From an optimization exercise on the open Yosys and OpenROAD flow, aimed at small area; shortcuts taken in it are not production practice.
In this exercise RTL edits were held to simulation tests only and were not proved equivalent to the original.

build 84:
==> flow/design.v <==
module sevenSegmentDisplay(input [6:0] dataIn, output reg [6:0] dataOut1, output reg [6:0] dataOut2);
    function [6:0] seg(input [3:0] d);
        case (d)
            4'd0: seg = 7'b000_0001;
            4'd1: seg = 7'b100_1111;
            4'd2: seg = 7'b001_0010;
            4'd3: seg = 7'b000_0110;
            4'd4: seg = 7'b100_1100;
            4'd5: seg = 7'b010_0100;
            4'd6: seg = 7'b010_0000;
            4'd7: seg = 7'b000_1111;
            4'd8: seg = 7'b000_0000;
            4'd9: seg = 7'b000_0100;
            default: seg = 7'b111_1111;
        endcase
    endfunction
    always @(*) begin
        if (dataIn == 7'b1111111) begin
            dataOut1 = 7'b111_1111;
            dataOut2 = 7'b111_1111;
        end else begin
            dataOut1 = seg(dataIn % 10);
            dataOut2 = seg(dataIn / 10);
        end
    end
endmodule
module main(
    input clk,
    input reset,
    input buttonChangeMode,
    input buttonConfig,
    input buttonChangeLight,
    input buttonIncreaseTime,
    input buttonDecreaseTime,
    input buttonConfirm,
    output [6:0] led7_1,
    output [6:0] led7_2,
    output [6:0] led7_3,
    output [6:0] led7_4,
    output reg [2:0] led1,
    output reg [2:0] led2
);
    localparam M_AUTO = 2'd0, M_CONF = 2'd1, M_MAN = 2'd2;
    reg [1:0] mode;
    wire inAuto = (mode == M_AUTO);
    wire inConf = (mode == M_CONF);
    wire inMan  = (mode == M_MAN);
    wire leave  = inConf & buttonConfig;     
    always @(posedge clk) begin
        if (reset) mode <= M_AUTO;
        else case (mode)
            M_AUTO: if (buttonChangeMode) mode <= M_MAN;
                    else if (buttonConfig) mode <= M_CONF;
            M_MAN:  if (buttonChangeMode) mode <= M_AUTO;
            default: if (buttonConfig) mode <= M_AUTO;
        endcase
    end
    reg [3:0] cnt;
    wire tick = cnt[3] & cnt[0];     
    always @(posedge clk) begin
        if (reset | tick) cnt <= 4'd0;
        else cnt <= cnt + 4'd1;
    end
    reg L;       
    reg X;       
    reg P;       
    wire useBank = inConf & L & ~X;
    always @(posedge clk) begin
        if (reset) L <= 1'b0;
        else if (tick) L <= inConf;
    end
    always @(posedge clk) begin      
        if (tick) X <= leave;
        else if (leave) X <= 1'b1;
    end
    reg [6:0] mg, my;                
    wire [6:0] mr = mg + my;
    reg [1:0] aPh;
    reg [6:0] act, oth;
    wire aZero = (act == 7'd0);
    wire aRel = ~inAuto;
    wire [6:0] sA = aRel ? mg : aZero ? (aPh[0] ? mg : my) : act;
    wire [6:0] sO = (aRel | (aZero & aPh[0])) ? mr : oth;
    wire dnA = ~aRel;
    wire dnO = ~aRel & ~(aZero & ~aPh[0]);
    always @(posedge clk) begin
        if (reset) begin
            aPh <= 2'd0; act <= 7'd5; oth <= 7'd9;
        end else if (tick & ~(aRel & useBank)) begin
            act <= sA - {6'd0, dnA};
            oth <= sO - {6'd0, dnO};
            if (aRel) aPh <= 2'd0;
            else if (aZero) aPh <= aPh + 2'd1;
        end
    end
    reg [1:0] nPh;
    reg [6:0] nY;
    always @(posedge clk) begin
        if (reset) begin
            nPh <= 2'd0; nY <= 7'd4;
        end else if (tick) begin
            if (!inMan) begin
                if (!useBank) begin
                    nPh <= 2'd0; nY <= my;
                end
            end else if (!nPh[0]) begin
                if (buttonChangeLight) nPh <= nPh + 2'd1;
            end else if (nY == 7'd1) begin
                nY <= my; nPh <= nPh + 2'd1;
            end else nY <= nY - 7'd1;
        end
    end
    reg [1:0] cPh;
    reg [6:0] tg, ty, tr;
    reg [6:0] cD;
    wire incB = buttonIncreaseTime, decB = buttonDecreaseTime;
    wire [1:0] cIdx = (incB | decB) ? cPh : (cPh[1] ? 2'd0 : cPh + 2'd1);
    wire [6:0] cur = cIdx[1] ? ty : cIdx[0] ? tg : tr;
    wire edit = incB ^ decB;
    wire [6:0] run = incB ? cur : ~cur;
    wire [6:0] tgl = {&run[5:0], &run[4:0], &run[3:0], &run[2:0], &run[1:0], run[0], 1'b1};
    wire wrap = incB ? (cur == 7'd99) : (cur == 7'd1);
    wire [6:0] curN = ~edit ? cur : wrap ? (incB ? 7'd1 : 7'd99) : (cur ^ tgl);
    wire selR = (cPh == 2'd0), selG = (cPh == 2'd1), selY = cPh[1];
    wire [6:0] trN = (selR & edit) ? curN : tr;
    wire [6:0] tgN = (selG & edit) ? curN : tg;
    wire [6:0] tyN = (selY & edit) ? curN : ty;
    wire ok = buttonConfirm & ({1'b0, trN} == {1'b0, tgN} + {1'b0, tyN});
    wire [6:0] nextMod = P ? cur : cPh[1] ? mr : cPh[0] ? my : mg;
    wire cTick = tick & inConf;
    wire loadM = P & inConf & (tick | buttonConfig);
    always @(posedge clk) begin
        if (reset) begin
            mg <= 7'd5; my <= 7'd4;
        end else if (loadM) begin
            mg <= tg;
            my <= ty;
        end
    end
    wire cRel = ~inConf & (tick | ~L);
    always @(posedge clk) begin
        if (cRel) begin
            cPh <= 2'd0;
            tr <= mr; tg <= mg; ty <= my;
            cD <= mr;
        end else if (cTick) begin
            if (buttonChangeLight) cPh <= cPh[1] ? 2'd0 : cPh + 2'd1;
            if (incB | decB) cD <= curN;
            else if (buttonChangeLight) cD <= nextMod;
            tr <= trN; tg <= tgN; ty <= tyN;
        end
    end
    always @(posedge clk) begin
        if (tick) P <= cTick & ok;
        else if (leave) P <= 1'b0;
    end
    wire [6:0] laneC = inAuto ? act : inConf ? cD : 7'h7f;
    wire [6:0] lane1 = (inAuto & aPh[1]) ? oth : laneC;
    wire [6:0] lane2 = (inAuto & ~aPh[1]) ? oth : laneC;
    sevenSegmentDisplay d1(lane1, led7_1, led7_2);
    sevenSegmentDisplay d2(lane2, led7_3, led7_4);
    always @(*) begin
        if (inConf) begin
            led1 = cPh[1] ? 3'b010 : cPh[0] ? 3'b100 : 3'b001;
            led2 = led1;
        end else begin : lights
            reg [1:0] ph;
            ph = inAuto ? aPh : nPh;
            case (ph)
                2'd0: begin led1 = 3'b100; led2 = 3'b001; end
                2'd1: begin led1 = 3'b010; led2 = 3'b001; end
                2'd2: begin led1 = 3'b001; led2 = 3'b100; end
                default: begin led1 = 3'b001; led2 = 3'b010; end
            endcase
        end
    end
endmodule
==> flow/config.mk <==
export PLATFORM = sky130hd
export DESIGN_NAME = main
export DESIGN_NICKNAME = main
export VERILOG_FILES = /design/flow/design.v
export SDC_FILE = /design/flow/constraint.sdc
export NUM_CORES = 4
export LEC_CHECK = 0
export CAP_MARGIN = 20
export CORE_MARGIN = 2
export CORE_UTILIZATION = 40
export SLEW_MARGIN = 20
==> flow/constraint.sdc <==
create_clock -name core_clock -period 10.0 [get_ports {clk}]
set_input_delay 2.0000 -clock core_clock [delete_from_list [all_inputs] [get_ports {clk}]]
set_output_delay 2.0000 -clock core_clock [all_outputs]
set_load 0.01 [all_outputs]
standard.sh (not shown) runs the stock make flow with config.mk's settings and CLKGATE_MAP_FILE= SYNTH_SCRIPT=/design/flow/synth_recipe.tcl, a recipe that flattens the netlist after the stock synthesis.
==> flow/flow/run.sh <==
#!/bin/bash
# Own layout flow: the standard ORFS flow (standard.sh) with
#  - an area-oriented synthesis mapping (see synth.tcl),
#  - the smallest buffer for the port buffers,
#  - clock tree built from small clock buffers, without dummy loads.
# Each tool's output goes to its own log under orfs/logs/; make's output to flow_make.log.
set -euo pipefail
HERE=$(pwd)
bash standard.sh \
  SYNTH_SCRIPT="$HERE/flow/synth.tcl" \
  ADDER_MAP_FILE= \
  BUFFER_PORTS_ARGS="-buffer_cell sky130_fd_sc_hd__buf_1" \
  CTS_ARGS="-sink_clustering_enable -repair_clock_nets -dont_use_dummy_load -buf_list {sky130_fd_sc_hd__clkbuf_8}" \
  finish > "$HERE/flow_make.log" 2>&1
==> flow/flow/abc.script <==
strash
dc2
balance -l
resub -K 6 -l
rewrite -l
resub -K 6 -N 2 -l
refactor -l
resub -K 8 -l
balance -l
resub -K 8 -N 2 -l
rewrite -l
resub -K 10 -l
rewrite -z -l
resub -K 10 -N 2 -l
balance -l
resub -K 12 -l
refactor -z -l
resub -K 12 -N 2 -l
rewrite -z -l
balance -l
balance -l
resub -K 6 -l
rewrite -l
resub -K 6 -N 2 -l
refactor -l
resub -K 8 -l
balance -l
resub -K 8 -N 2 -l
rewrite -l
resub -K 10 -l
rewrite -z -l
resub -K 10 -N 2 -l
balance -l
resub -K 12 -l
refactor -z -l
resub -K 12 -N 2 -l
rewrite -z -l
balance -l
dch -f
amap -F 8 -A 16 -C 1000
==> flow/flow/synth.tcl <==
set ::my_abc_script [file join [file dirname [file normalize [info script]]] abc.script]
proc synth {args} { yosys synth -nofsm -noshare {*}$args }
proc abc {args} {
  foreach opt {-script -D -constr} {
    set i [lsearch -exact $args $opt]
    if {$i >= 0} { set args [lreplace $args $i [expr {$i + 1}]] }
  }
  yosys abc -script $::my_abc_script {*}$args
}
source $::env(SCRIPTS_DIR)/synth.tcl
# left out here: clear keep_hierarchy, flatten, clean up, hide names made inside functions, write 1_2_yosys.v
Input-level comparison between build 59 and build 84:
==> flow/design.v, changed modules only <==
module main(
    input clk,
    input reset,
    input buttonChangeMode,
    input buttonConfig,
    input buttonChangeLight,
    input buttonIncreaseTime,
    input buttonDecreaseTime,
    input buttonConfirm,
    output [6:0] led7_1,
    output [6:0] led7_2,
    output [6:0] led7_3,
    output [6:0] led7_4,
    output reg [2:0] led1,
    output reg [2:0] led2
);
    localparam M_AUTO = 2'd0, M_CONF = 2'd1, M_MAN = 2'd2;
    reg [1:0] mode;
    wire inAuto = (mode == M_AUTO);
    wire inConf = (mode == M_CONF);
    wire inMan  = (mode == M_MAN);
    wire leave  = inConf & buttonConfig;     
    always @(posedge clk) begin
        if (reset) mode <= M_AUTO;
        else case (mode)
            M_AUTO: if (buttonChangeMode) mode <= M_MAN;
                    else if (buttonConfig) mode <= M_CONF;
            M_MAN:  if (buttonChangeMode) mode <= M_AUTO;
            default: if (buttonConfig) mode <= M_AUTO;
        endcase
    end
    reg [3:0] cnt;
    wire tick = cnt[3] & cnt[0];     
    always @(posedge clk) begin
        if (reset | tick) cnt <= 4'd0;
        else cnt <= cnt + 4'd1;
    end
    reg L;       
    reg X;       
    reg P;       
    wire useBank = inConf & L & ~X;
    always @(posedge clk) begin
        if (reset) L <= 1'b0;
        else if (tick) L <= inConf;
    end
    always @(posedge clk) begin      
        if (tick) X <= leave;
        else if (leave) X <= 1'b1;
    end
    reg [6:0] mg, my;                
    wire [6:0] mr = mg + my;
    reg [1:0] aPh;
    reg [6:0] act, oth;
    wire [6:0] a1 = aPh[1] ? oth : act;
    wire [6:0] a2 = aPh[1] ? act : oth;
    wire aZero = (act == 7'd0);
    wire aRel = ~inAuto;
    wire [6:0] sA = aRel ? mg : aZero ? (aPh[0] ? mg : my) : act;
    wire [6:0] sO = (aRel | (aZero & aPh[0])) ? mr : oth;
    wire dnA = ~aRel;
    wire dnO = ~aRel & ~(aZero & ~aPh[0]);
    always @(posedge clk) begin
        if (reset) begin
            aPh <= 2'd0; act <= 7'd5; oth <= 7'd9;
        end else if (tick & ~(aRel & useBank)) begin
            act <= sA - {6'd0, dnA};
            oth <= sO - {6'd0, dnO};
            if (aRel) aPh <= 2'd0;
            else if (aZero) aPh <= aPh + 2'd1;
        end
    end
    reg [1:0] nPh;
    reg [6:0] nY;
    always @(posedge clk) begin
        if (reset) begin
            nPh <= 2'd0; nY <= 7'd4;
        end else if (tick) begin
            if (!inMan) begin
                if (!useBank) begin
                    nPh <= 2'd0; nY <= my;
                end
            end else if (!nPh[0]) begin
                if (buttonChangeLight) nPh <= nPh + 2'd1;
            end else if (nY == 7'd1) begin
                nY <= my; nPh <= nPh + 2'd1;
            end else nY <= nY - 7'd1;
        end
    end
    reg [1:0] cPh;
    reg [6:0] tg, ty, tr;
    reg [6:0] cD;
    wire [6:0] cur = cPh[1] ? ty : cPh[0] ? tg : tr;
    wire incB = buttonIncreaseTime, decB = buttonDecreaseTime;
    wire edit = incB ^ decB;
    wire [6:0] run = incB ? cur : ~cur;
    wire [6:0] tgl = {&run[5:0], &run[4:0], &run[3:0], &run[2:0], &run[1:0], run[0], 1'b1};
    wire wrap = incB ? (cur == 7'd99) : (cur == 7'd1);
    wire [6:0] curN = ~edit ? cur : wrap ? (incB ? 7'd1 : 7'd99) : (cur ^ tgl);
    wire selR = (cPh == 2'd0), selG = (cPh == 2'd1), selY = cPh[1];
    wire [6:0] trN = selR ? curN : tr;
    wire [6:0] tgN = selG ? curN : tg;
    wire [6:0] tyN = selY ? curN : ty;
    wire ok = buttonConfirm & ({1'b0, trN} == {1'b0, tgN} + {1'b0, tyN});
    wire [6:0] eg = P ? tg : mg;
    wire [6:0] ey = P ? ty : my;
    wire [6:0] er = P ? tr : mr;
    wire [6:0] nextMod = cPh[1] ? er : cPh[0] ? ey : eg;
    wire cTick = tick & inConf;
    wire loadM = P & inConf & (tick | buttonConfig);
    always @(posedge clk) begin
        if (reset) begin
            mg <= 7'd5; my <= 7'd4;
        end else if (loadM) begin
            mg <= tg;
            my <= ty;
        end
    end
    wire cRel = ~inConf & (tick | ~L);
    always @(posedge clk) begin
        if (cRel) begin
            cPh <= 2'd0;
            tr <= mr; tg <= mg; ty <= my;
            cD <= mr;
        end else if (cTick) begin
            if (buttonChangeLight) cPh <= cPh[1] ? 2'd0 : cPh + 2'd1;
            if (incB | decB) cD <= curN;
            else if (buttonChangeLight) cD <= nextMod;
            tr <= trN; tg <= tgN; ty <= tyN;
        end
    end
    always @(posedge clk) begin
        if (tick) P <= cTick & ok;
        else if (leave) P <= 1'b0;
    end
    wire [6:0] lane1 = inAuto ? a1 : inConf ? cD : 7'h7f;
    wire [6:0] lane2 = inAuto ? a2 : inConf ? cD : 7'h7f;
    sevenSegmentDisplay d1(lane1, led7_1, led7_2);
    sevenSegmentDisplay d2(lane2, led7_3, led7_4);
    always @(*) begin
        if (inConf) begin
            led1 = cPh[1] ? 3'b010 : cPh[0] ? 3'b100 : 3'b001;
            led2 = led1;
        end else begin : lights
            reg [1:0] ph;
            ph = inAuto ? aPh : nPh;
            case (ph)
                2'd0: begin led1 = 3'b100; led2 = 3'b001; end
                2'd1: begin led1 = 3'b010; led2 = 3'b001; end
                2'd2: begin led1 = 3'b001; led2 = 3'b100; end
                default: begin led1 = 3'b001; led2 = 3'b010; end
            endcase
        end
    end
endmodule
Findings:
Build 59 has share of synthesized cell area in and, or, nand and nor gates below what build 84 had. Build 59 against build 84; path length in cells of the critical path is up by a little under 10%. Per the comparison of build 59 with build 84, final design area excluding fillers higher, layout buffer count excluding clock buffers lower, number of distinct standard cells referenced by the synthesized netlist higher. Going from build 84 to build 59, worst hold slack went up, relative slew slack went up. Between build 84 and build 59, the flow reports die area increasing slightly. Build 84 -> build 59: number of well taps increased by a few percent. Synthesized cell count in build 59 vs build 84: up about 1.3%.

static timing again, ports no longer ideal:
Ports are ideal in the flow. The routed layouts listed here were re-timed in OpenROAD.
Step 1: set_driving_cell puts a clkbuf_16 on clk and a buf_2 on each other input, an assumption about the parent block.
Step 2, shift: input delay + t, output delay - t, t = (earliest + latest rising clock arrival at the registers) / 2. This alone moves slack from input paths to output paths.
a / b / c = no drivers / after step 1 / after step 2; a / b = the first two.
| run | shift t [ns] | setup slack, ns | hold WS [ns] | worst setup path at the end |
|---|---|---|---|---|
| build 84 | 0.399 | 1.095 / 1.062 / 1.346 | 0.443 / 0.443 / 0.443 | input to register |
| build 59 | 0.389 | 1.047 / 1.012 / 1.401 | 0.454 / 0.454 / 0.454 | register to output |
After both steps every run listed still meets setup and hold.
